This is an optimization exercise on Yosys and OpenROAD, whose aim is small area and a short achievable clock period, not a production implementation.
The RTL was checked by simulation tests, not by an equivalence proof against the original design.
Power figures rest on the tool's default switching activity, not on a simulated workload.

==> wip/fjord <==
## ka10_top
module ka10_top(
	input wire clk,
	input wire reset,
	input wire sw_power,
	input wire key_stop_sw,
	input wire key_exa_sw,
	input wire key_ex_nxt_sw,
	input wire key_dep_sw,
	input wire key_dep_nxt_sw,
	input wire key_reset_sw,
	input wire key_exe_sw,
	input wire key_sta_sw,
	input wire key_rdi_sw,
	input wire key_cont_sw,
	input wire key_sing_inst,
	input wire key_sing_cycle,
	input wire key_adr_inst,
	input wire key_adr_rd,
	input wire key_adr_wr,
	input wire key_adr_stop,
	input wire key_adr_brk,
	input wire key_par_stop,
	input wire key_nxm_stop,
	input wire key_repeat_sw,
	input wire [0:35] ds,
	input wire [18:35] as,
	input wire sc_stop_sw,
	input wire fm_enable_sw,
	input wire key_repeat_bypass_sw,
	input wire mi_prog_dis_sw,
	input wire [3:9] rdi_sel,
	output wire membus_rd_rq,
	output wire membus_wr_rq,
	output wire membus_rq_cyc,
	output wire membus_wr_rs,
	output wire [21:35] membus_ma,
	output wire [18:21] membus_sel,
	output wire [0:35] membus_mb_out,
	input  wire membus_addr_ack,
	input  wire membus_rd_rs,
	input  wire [0:35] membus_mb_in,
	output wire iobus_iob_reset,
	output wire iobus_datao_clear,
	output wire iobus_datao_set,
	output wire iobus_cono_clear,
	output wire iobus_cono_set,
	output wire iobus_iob_fm_datai,
	output wire iobus_iob_fm_status,
	output wire iobus_rdi_pulse,
	output wire [3:9] iobus_ios,
	output wire [0:35] iobus_iob_out,
	input  wire [1:7] iobus_pi_req,
	input  wire [0:35] iobus_iob_in,
	input  wire iobus_iob_dr_split,
	input  wire iobus_rdi_data,
	output wire ind_run,
	output wire ind_pi_on,
	output wire ind_prog_stop,
	output wire ind_user,
	output wire ind_mem_stop,
	output wire [1:7] ind_pih,
	output wire [1:7] ind_pir,
	output wire [1:7] ind_pio,
	output wire [18:35] ind_pc_reg,
	output wire [0:17] ind_ir_reg,
	output wire [18:35] ind_ma_reg,
	output wire [0:35] ind_mi_reg,
	output wire ind_mi_prog
);
Settings: LEC_CHECK=0, CAP_MARGIN=20, CORE_MARGIN=2, CORE_UTILIZATION=55, CTS_BUF_LIST=sky130_fd_sc_hd__clkbuf_8, CTS_CLUSTER_DIAMETER=50, CTS_CLUSTER_SIZE=15, PLACE_DENSITY=0.65, SLEW_MARGIN=20; clock period 28.0 ns.
standard.sh (not shown) runs the stock make flow with config.mk's settings and CLKGATE_MAP_FILE= SYNTH_SCRIPT=/design/flow/synth_recipe.tcl, a recipe that flattens the netlist after the stock synthesis.
==> flow/flow/run.sh <==
#!/bin/bash
# The standard layout (standard.sh, the standard flow's own ORFS run with the standard
# synthesis), with two changes to how it is made:
#  - the port buffers that buffer_ports inserts are sky130_fd_sc_hd__buf_2
#    instead of the resizer's default pick (clkdlybuf4s50_1, a delay cell);
#  - repair_timing is asked for 16 ns of setup margin, so it also works on
#    the paths from inputs to outputs, which otherwise never violate.
# The clock period and constraints are the design's (constraint.sdc).
# Each tool's full output stays in orfs/logs/; standard.sh's own output goes
# to standard_sh.log in this folder.
set -euo pipefail
cd "$(dirname "$0")/.."
bash standard.sh \
  "SETUP_SLACK_MARGIN=16" \
  "BUFFER_PORTS_ARGS=-buffer_cell sky130_fd_sc_hd__buf_2" \
  finish > standard_sh.log 2>&1
==> wip/amber (differences from wip/fjord) <==
--- a/flow/design.v
+++ b/flow/design.v
@@ -1,325 +1,318 @@
 module dly45ns(input clk, input reset, input in, output p);
 	reg [2-1:0] r;
-	always @(posedge clk) begin
+	always @(posedge clk or posedge reset) begin
 		if(reset)
 			r <= 0;
-		else if(in)
-			r <= 2'd1;
-		else if(p)
-			r <= 0;
-		else
-			r <= { r[0:0], r[1] ^ r[0] };
+		else begin
+			if(r)
+				r <= r + 2'b1;
+			if(in)
+				r <= 1;
+		end
 	end
-	assign p = r == 2'd3;
+	assign p = r == 2;
 endmodule
 module dly65ns(input clk, input reset, input in, output p);
 	reg [2-1:0] r;
-	always @(posedge clk) begin
+	always @(posedge clk or posedge reset) begin
 		if(reset)
 			r <= 0;
-		else if(in)
-			r <= 2'd1;
-		else if(p)
-			r <= 0;
-		else
-			r <= { r[0:0], r[1] ^ r[0] };
+		else begin
+			if(r)
+				r <= r + 2'b1;
+			if(in)
+				r <= 1;
+		end
 	end
-	assign p = r == 2'd2;
+	assign p = r == 3;
 endmodule
 module dly90ns(input clk, input reset, input in, output p);
 	reg [3-1:0] r;
-	always @(posedge clk) begin
+	always @(posedge clk or posedge reset) begin
 		if(reset)
 			r <= 0;
-		else if(in)
-			r <= 3'd1;
-		else if(p)
-			r <= 0;
-		else
-			r <= { r[1:0], r[2] ^ r[1] };
+		else begin
+			if(r)
+				r <= r + 3'b1;
+			if(in)
+				r <= 1;
+		end
 	end
-	assign p = r == 3'd3;
+	assign p = r == 4;
 endmodule
 module dly100ns(input clk, input reset, input in, output p);
 	reg [3-1:0] r;
-	always @(posedge clk) begin
+	always @(posedge clk or posedge reset) begin
 		if(reset)
 			r <= 0;
-		else if(in)
-			r <= 3'd1;
-		else if(p)
-			r <= 0;
-		else
-			r <= { r[1:0], r[2] ^ r[1] };
+		else begin
+			if(r)
+				r <= r + 3'b1;
+			if(in)
+				r <= 1;
+		end
 	end
-	assign p = r == 3'd7;
+	assign p = r == 5;
 endmodule
 module dly115ns(input clk, input reset, input in, output p);
 	reg [3-1:0] r;
-	always @(posedge clk) begin
+	always @(posedge clk or posedge reset) begin
 		if(reset)
 			r <= 0;
-		else if(in)
-			r <= 3'd1;
-		else if(p)
-			r <= 0;
-		else
-			r <= { r[1:0], r[2] ^ r[1] };
+		else begin
+			if(r)
+				r <= r + 3'b1;
+			if(in)
+				r <= 1;
+		end
 	end
-	assign p = r == 3'd7;
+	assign p = r == 5;
 endmodule
 module dly140ns(input clk, input reset, input in, output p);
 	reg [3-1:0] r;
-	always @(posedge clk) begin
+	always @(posedge clk or posedge reset) begin
 		if(reset)
 			r <= 0;
-		else if(in)
-			r <= 3'd1;
-		else if(p)
-			r <= 0;
-		else
-			r <= { r[1:0], r[2] ^ r[1] };
+		else begin
+			if(r)
+				r <= r + 3'b1;
+			if(in)
+				r <= 1;
+		end
 	end
-	assign p = r == 3'd4;
+	assign p = r == 7;
 endmodule
 module dly150ns(input clk, input reset, input in, output p);
 	reg [3-1:0] r;
-	always @(posedge clk) begin
+	always @(posedge clk or posedge reset) begin
 		if(reset)
 			r <= 0;
-		else if(in)
-			r <= 3'd1;
-		else if(p)
-			r <= 0;
-		else
-			r <= { r[1:0], r[2] ^ r[1] };
+		else begin
+			if(r)
+				r <= r + 3'b1;
+			if(in)
+				r <= 1;
+		end
 	end
-	assign p = r == 3'd4;
+	assign p = r == 7;
 endmodule
 module dly165ns(input clk, input reset, input in, output p);
 	reg [4-1:0] r;
-	always @(posedge clk) begin
+	always @(posedge clk or posedge reset) begin
 		if(reset)
 			r <= 0;
-		else if(in)
-			r <= 4'd1;
-		else if(p)
-			r <= 0;
-		else
-			r <= { r[2:0], r[3] ^ r[2] };
+		else begin
+			if(r)
+				r <= r + 4'b1;
+			if(in)
+				r <= 1;
+		end
 	end
-	assign p = r == 4'd10;
+	assign p = r == 8;
 endmodule
 module dly170ns(input clk, input reset, input in, output p);
 	reg [4-1:0] r;
-	always @(posedge clk) begin
+	always @(posedge clk or posedge reset) begin
 		if(reset)
 			r <= 0;
-		else if(in)
-			r <= 4'd1;
-		else if(p)
-			r <= 0;
-		else
-			r <= { r[2:0], r[3] ^ r[2] };
+		else begin
+			if(r)
+				r <= r + 4'b1;
+			if(in)
+				r <= 1;
+		end
 	end
-	assign p = r == 4'd10;
+	assign p = r == 8;
 endmodule
 module dly190ns(input clk, input reset, input in, output p);
 	reg [4-1:0] r;
-	always @(posedge clk) begin
+	always @(posedge clk or posedge reset) begin
 		if(reset)
 			r <= 0;
-		else if(in)
-			r <= 4'd1;
-		else if(p)
-			r <= 0;
-		else
-			r <= { r[2:0], r[3] ^ r[2] };
+		else begin
+			if(r)
+				r <= r + 4'b1;
+			if(in)
+				r <= 1;
+		end
 	end
-	assign p = r == 4'd5;
+	assign p = r == 9;
 endmodule
 module dly215ns(input clk, input reset, input in, output p);
 	reg [4-1:0] r;
-	always @(posedge clk) begin
+	always @(posedge clk or posedge reset) begin
 		if(reset)
 			r <= 0;
-		else if(in)
-			r <= 4'd1;
-		else if(p)
-			r <= 0;
-		else
-			r <= { r[2:0], r[3] ^ r[2] };
+		else begin
+			if(r)
+				r <= r + 4'b1;
+			if(in)
+				r <= 1;
+		end
 	end
-	assign p = r == 4'd11;
+	assign p = r == 10;
 endmodule
 module dly240ns(input clk, input reset, input in, output p);
 	reg [4-1:0] r;
-	always @(posedge clk) begin
+	always @(posedge clk or posedge reset) begin
 		if(reset)
 			r <= 0;
-		else if(in)
-			r <= 4'd1;
-		else if(p)
-			r <= 0;
-		else
-			r <= { r[2:0], r[3] ^ r[2] };
+		else begin
+			if(r)
+				r <= r + 4'b1;
+			if(in)
+				r <= 1;
+		end
 	end
-	assign p = r == 4'd15;
+	assign p = r == 12;
 endmodule
 module dly265ns(input clk, input reset, input in, output p);
 	reg [4-1:0] r;
-	always @(posedge clk) begin
+	always @(posedge clk or posedge reset) begin
 		if(reset)
 			r <= 0;
-		else if(in)
-			r <= 4'd1;
-		else if(p)
-			r <= 0;
-		else
-			r <= { r[2:0], r[3] ^ r[2] };
+		else begin
+			if(r)
+				r <= r + 4'b1;
+			if(in)
+				r <= 1;
+		end
 	end
-	assign p = r == 4'd14;
+	assign p = r == 13;
 endmodule
 module dly280ns(input clk, input reset, input in, output p);
 	reg [4-1:0] r;
-	always @(posedge clk) begin
+	always @(posedge clk or posedge reset) begin
 		if(reset)
 			r <= 0;
-		else if(in)
-			r <= 4'd1;
-		else if(p)
-			r <= 0;
-		else
-			r <= { r[2:0], r[3] ^ r[2] };
+		else begin
+			if(r)
+				r <= r + 4'b1;
+			if(in)
+				r <= 1;
+		end
 	end
-	assign p = r == 4'd12;
+	assign p = r == 14;
 endmodule
 module gdly0_2us(input clk, input reset, input p, input l, output q, output ql);
 	reg [4-1:0] r;
 	wire t;
-	wire last = r == 4'd11;
 	dcd dcd(.clk(clk), .reset(reset), .p(p), .l(l), .q(t));
-	always @(posedge clk) begin
-		if(reset)
-			r <= 0;
-		else if(t)
-			r <= 4'd1;
-		else if(last)
+	always @(posedge clk or posedge reset) begin
+		if(reset) begin
 			r <= 0;
-		else
-			r <= { r[2:0], r[3] ^ r[2] };
+		end else begin
+			if(ql)
+				r <= r + 1;
+			if(t)
+				r <= -10;
+		end
 	end
 	assign ql = r != 0 | t;
-	assign q = (r != 0) & ~last | t;
+	assign q = (r != -4'b1) & (r != 0) | t;
 endmodule
 module gdly1us(input clk, input reset, input p, input l, output q, output ql);
 	reg [6-1:0] r;
 	wire t;
-	wire last = r == 6'd26;
 	dcd dcd(.clk(clk), .reset(reset), .p(p), .l(l), .q(t));
-	always @(posedge clk) begin
-		if(reset)
-			r <= 0;
-		else if(t)
-			r <= 6'd1;
-		else if(last)
+	always @(posedge clk or posedge reset) begin
+		if(reset) begin
 			r <= 0;
-		else
-			r <= { r[4:0], r[5] ^ r[4] };
+		end else begin
+			if(ql)
+				r <= r + 1;
+			if(t)
+				r <= -50;
+		end
 	end
 	assign ql = r != 0 | t;
-	assign q = (r != 0) & ~last | t;
+	assign q = (r != -6'b1) & (r != 0) | t;
 endmodule
 module gdly1_5us(input clk, input reset, input p, input l, output q, output ql);
 	reg [7-1:0] r;
 	wire t;
-	wire last = r == 7'd53;
 	dcd dcd(.clk(clk), .reset(reset), .p(p), .l(l), .q(t));
-	always @(posedge clk) begin
-		if(reset)
-			r <= 0;
-		else if(t)
-			r <= 7'd1;
-		else if(last)
+	always @(posedge clk or posedge reset) begin
+		if(reset) begin
 			r <= 0;
-		else
-			r <= { r[5:0], r[6] ^ r[5] };
+		end else begin
+			if(ql)
+				r <= r + 1;
+			if(t)
+				r <= -75;
+		end
 	end
 	assign ql = r != 0 | t;
-	assign q = (r != 0) & ~last | t;
+	assign q = (r != -7'b1) & (r != 0) | t;
 endmodule
 module gdly2us(input clk, input reset, input p, input l, output q, output ql);
 	reg [7-1:0] r;
 	wire t;
-	wire last = r == 7'd93;
 	dcd dcd(.clk(clk), .reset(reset), .p(p), .l(l), .q(t));
-	always @(posedge clk) begin
-		if(reset)
-			r <= 0;
-		else if(t)
-			r <= 7'd1;
-		else if(last)
+	always @(posedge clk or posedge reset) begin
+		if(reset) begin
 			r <= 0;
-		else
-			r <= { r[5:0], r[6] ^ r[5] };
+		end else begin
+			if(ql)
+				r <= r + 1;
+			if(t)
+				r <= -100;
+		end
 	end
 	assign ql = r != 0 | t;
-	assign q = (r != 0) & ~last | t;
+	assign q = (r != -7'b1) & (r != 0) | t;
 endmodule
 module gdly2_5us(input clk, input reset, input p, input l, output q, output ql);
 	reg [7-1:0] r;
 	wire t;
-	wire last = r == 7'd112;
 	dcd dcd(.clk(clk), .reset(reset), .p(p), .l(l), .q(t));
-	always @(posedge clk) begin
-		if(reset)
-			r <= 0;
-		else if(t)
-			r <= 7'd1;
-		else if(last)
+	always @(posedge clk or posedge reset) begin
+		if(reset) begin
 			r <= 0;
-		else
-			r <= { r[5:0], r[6] ^ r[5] };
+		end else begin
+			if(ql)
+				r <= r + 1;
+			if(t)
+				r <= -125;
+		end
 	end
 	assign ql = r != 0 | t;
-	assign q = (r != 0) & ~last | t;
+	assign q = (r != -7'b1) & (r != 0) | t;
 endmodule
 module gdly100us(input clk, input reset, input p, input l, output q, output ql);
 	reg [13-1:0] r;
 	wire t;
-	wire last = r == 13'd6578;
 	dcd dcd(.clk(clk), .reset(reset), .p(p), .l(l), .q(t));
-	always @(posedge clk) begin
-		if(reset)
-			r <= 0;
-		else if(t)
-			r <= 13'd1;
-		else if(last)
+	always @(posedge clk or posedge reset) begin
+		if(reset) begin
 			r <= 0;
-		else
-			r <= { r[11:0], r[12] ^ r[11] };
+		end else begin
+			if(ql)
+				r <= r + 1;
+			if(t)
+				r <= -5000;
+		end
 	end
 	assign ql = r != 0 | t;
-	assign q = (r != 0) & ~last | t;
+	assign q = (r != -13'b1) & (r != 0) | t;
 endmodule
 module clk60hz(
 	input wire clk,
 	input wire reset,
 	output wire outclk
 );
 	reg [19:0] cnt;
-	wire [19:0] r = cnt;
-	assign outclk = cnt == 20'd468554;
-	always @(posedge clk)
+	assign outclk = cnt == 833333;
+	always @(posedge clk or posedge reset)
 		if(reset)
 			cnt <= 0;
 		else if(outclk)
 			cnt <= 0;
 		else
-			cnt <= { r[18:0], r[19] ~^ r[16] };
+			cnt <= cnt + 20'b1;
 endmodule
 module adr(input a, input b, input cin, input cins, input ckill, output s, output cout);
 	wire c = cin | cins;
 	assign s = a ^ b ^ c;
 	assign cout = (a & b | (a^b)&c) & ~ckill;
 endmodule
@@ -3592,19 +3585,13 @@
 	wire fma_ac2_en = fma_ac2 & ~fma_ma_en;
 	wire [32:35] fma =
 		{4{fma_ma_en}} & ma[32:35] |
 		{4{fma_xr_en}} & ir[14:17] |
 		{4{fma_ac_en}} & ir[9:12] |
 		{4{fma_ac2_en}} & (ir[9:12]+1);
-	reg [0:35] fm;
-	always @(*) begin: fmrd
-		integer k;
-		fm = 0;
-		for(k = 0; k < 16; k = k + 1)
-			fm = fm | ({36{fma == k}} & fmem[k]);
-	end
+	wire [0:35] fm = fmem[fma];
 	wire fmat1;
 	wire fmat2;
 	wire fma_fm_arJ =
 		fmat1 & mc_wr |
 		st1 & mc_fm_en & ~sac_inh |
 		st8 & mc_fm_en;
==> flow/run.sh (new file) <==
#!/bin/bash
# synth_recipe.tcl (not shown) runs the flow's synth.tcl, then flattens the netlist and writes it again
# the make line also repeats each setting of config.mk as NAME=value (left out here)
make -C /OpenROAD-flow-scripts/flow DESIGN_CONFIG=/design/flow/config.mk WORK_HOME=/design/flow/orfs CLKGATE_MAP_FILE= SYNTH_SCRIPT=/design/flow/synth_recipe.tcl finish
Settings changed: CORE_UTILIZATION 55 to 40, CTS_BUF_LIST sky130_fd_sc_hd__clkbuf_8 to default, CTS_CLUSTER_DIAMETER 50 to default, CTS_CLUSTER_SIZE 15 to default, PLACE_DENSITY 0.65 to default.
removed: flow/flow/run.sh
removed: flow/standard.sh
==> notes.md <==
Outcome: wip/amber timing/DRC/antenna clean; wip/fjord timing/DRC/antenna clean
Worst relative slew slack: wip/amber 16.22%; wip/fjord 8.220%
Worst IR Drop VDD: wip/amber 0.06981 mV; wip/fjord 0.06056 mV
Distinct cell type count after synthesis: wip/amber 118; wip/fjord 114
Routed length on met2: wip/amber 159.9 mm; wip/fjord 137.0 mm
Final Wtd Congestion: wip/amber 1.006; wip/fjord 1.066
Destination of the worst register-to-register timing path: wip/amber ka10.pc[20]; wip/fjord ka10.pc[32]
Most common library cell in the layout ignoring fill and taps: wip/amber sky130_fd_sc_hd__nand2_1; wip/fjord sky130_fd_sc_hd__dfxtp_1
Total via count in the routed design: wip/amber 77,160; wip/fjord 70,970
Count of cell instances traversed by the critical path: wip/amber 8; wip/fjord 7
Fraction of registers with async set/reset: wip/amber 25.27%; wip/fjord 0.2407%
Worst Setup Slack, final: wip/amber 14.22 ns; wip/fjord 15.92 ns
Power drawn by the sequential cells: wip/amber 3.02 mW; wip/fjord 2.48 mW
Time the worst path needs with I/O delays and setup: wip/amber 13.78 ns; wip/fjord 12.08 ns
Area taken by flip-flops and latches: wip/amber 41,160 um2; wip/fjord 39,070 um2
GR Layer Usage met2: wip/amber 49.56%; wip/fjord 65.59%
Worst hold slack across all endpoints: wip/amber 0.3053 ns; wip/fjord 0.3335 ns
Met1 routing resource usage after global routing: wip/amber 43.25%; wip/fjord 60.37%
Fraction of area in clock buffers and inverters: wip/amber 6.395%; wip/fjord 3.907%
Clock Power Share: wip/amber 37.0%; wip/fjord 37.9%

re-timing with driven ports:
The results above use ideal ports. As a check the final layouts listed here were re-extracted and re-timed, cells and wires unchanged. Step 1 sets driving cells, clkbuf_16 on the clock port and buf_2 on the other inputs (assumed; they add their load-dependent delay and slew). Step 2, shift: input delay + t, output delay - t, t = (earliest + latest rising clock arrival at the registers) / 2. This alone moves slack from input paths to output paths. Three values: ideal ports, drivers, drivers and shift; two values: the first two.
run | t, ns | setup WS [ns] | worst setup path at the end | latest minus earliest clock arrival (ns) | worst register clock-pin slew, ns
wip/fjord | 1.032 | 15.925 / 15.827 / 15.827 | input to output | 0.051 / 0.050 | 0.11 / 0.11
wip/amber | 0.948 | 14.224 / 14.198 / 14.198 | input to output | 0.103 / 0.103 | 0.07 / 0.07
After both steps every run listed still meets setup and hold. The setup slack of wip/fjord, which loses most, moves by -0.098 ns with the drivers and by -0.098 ns with both steps.
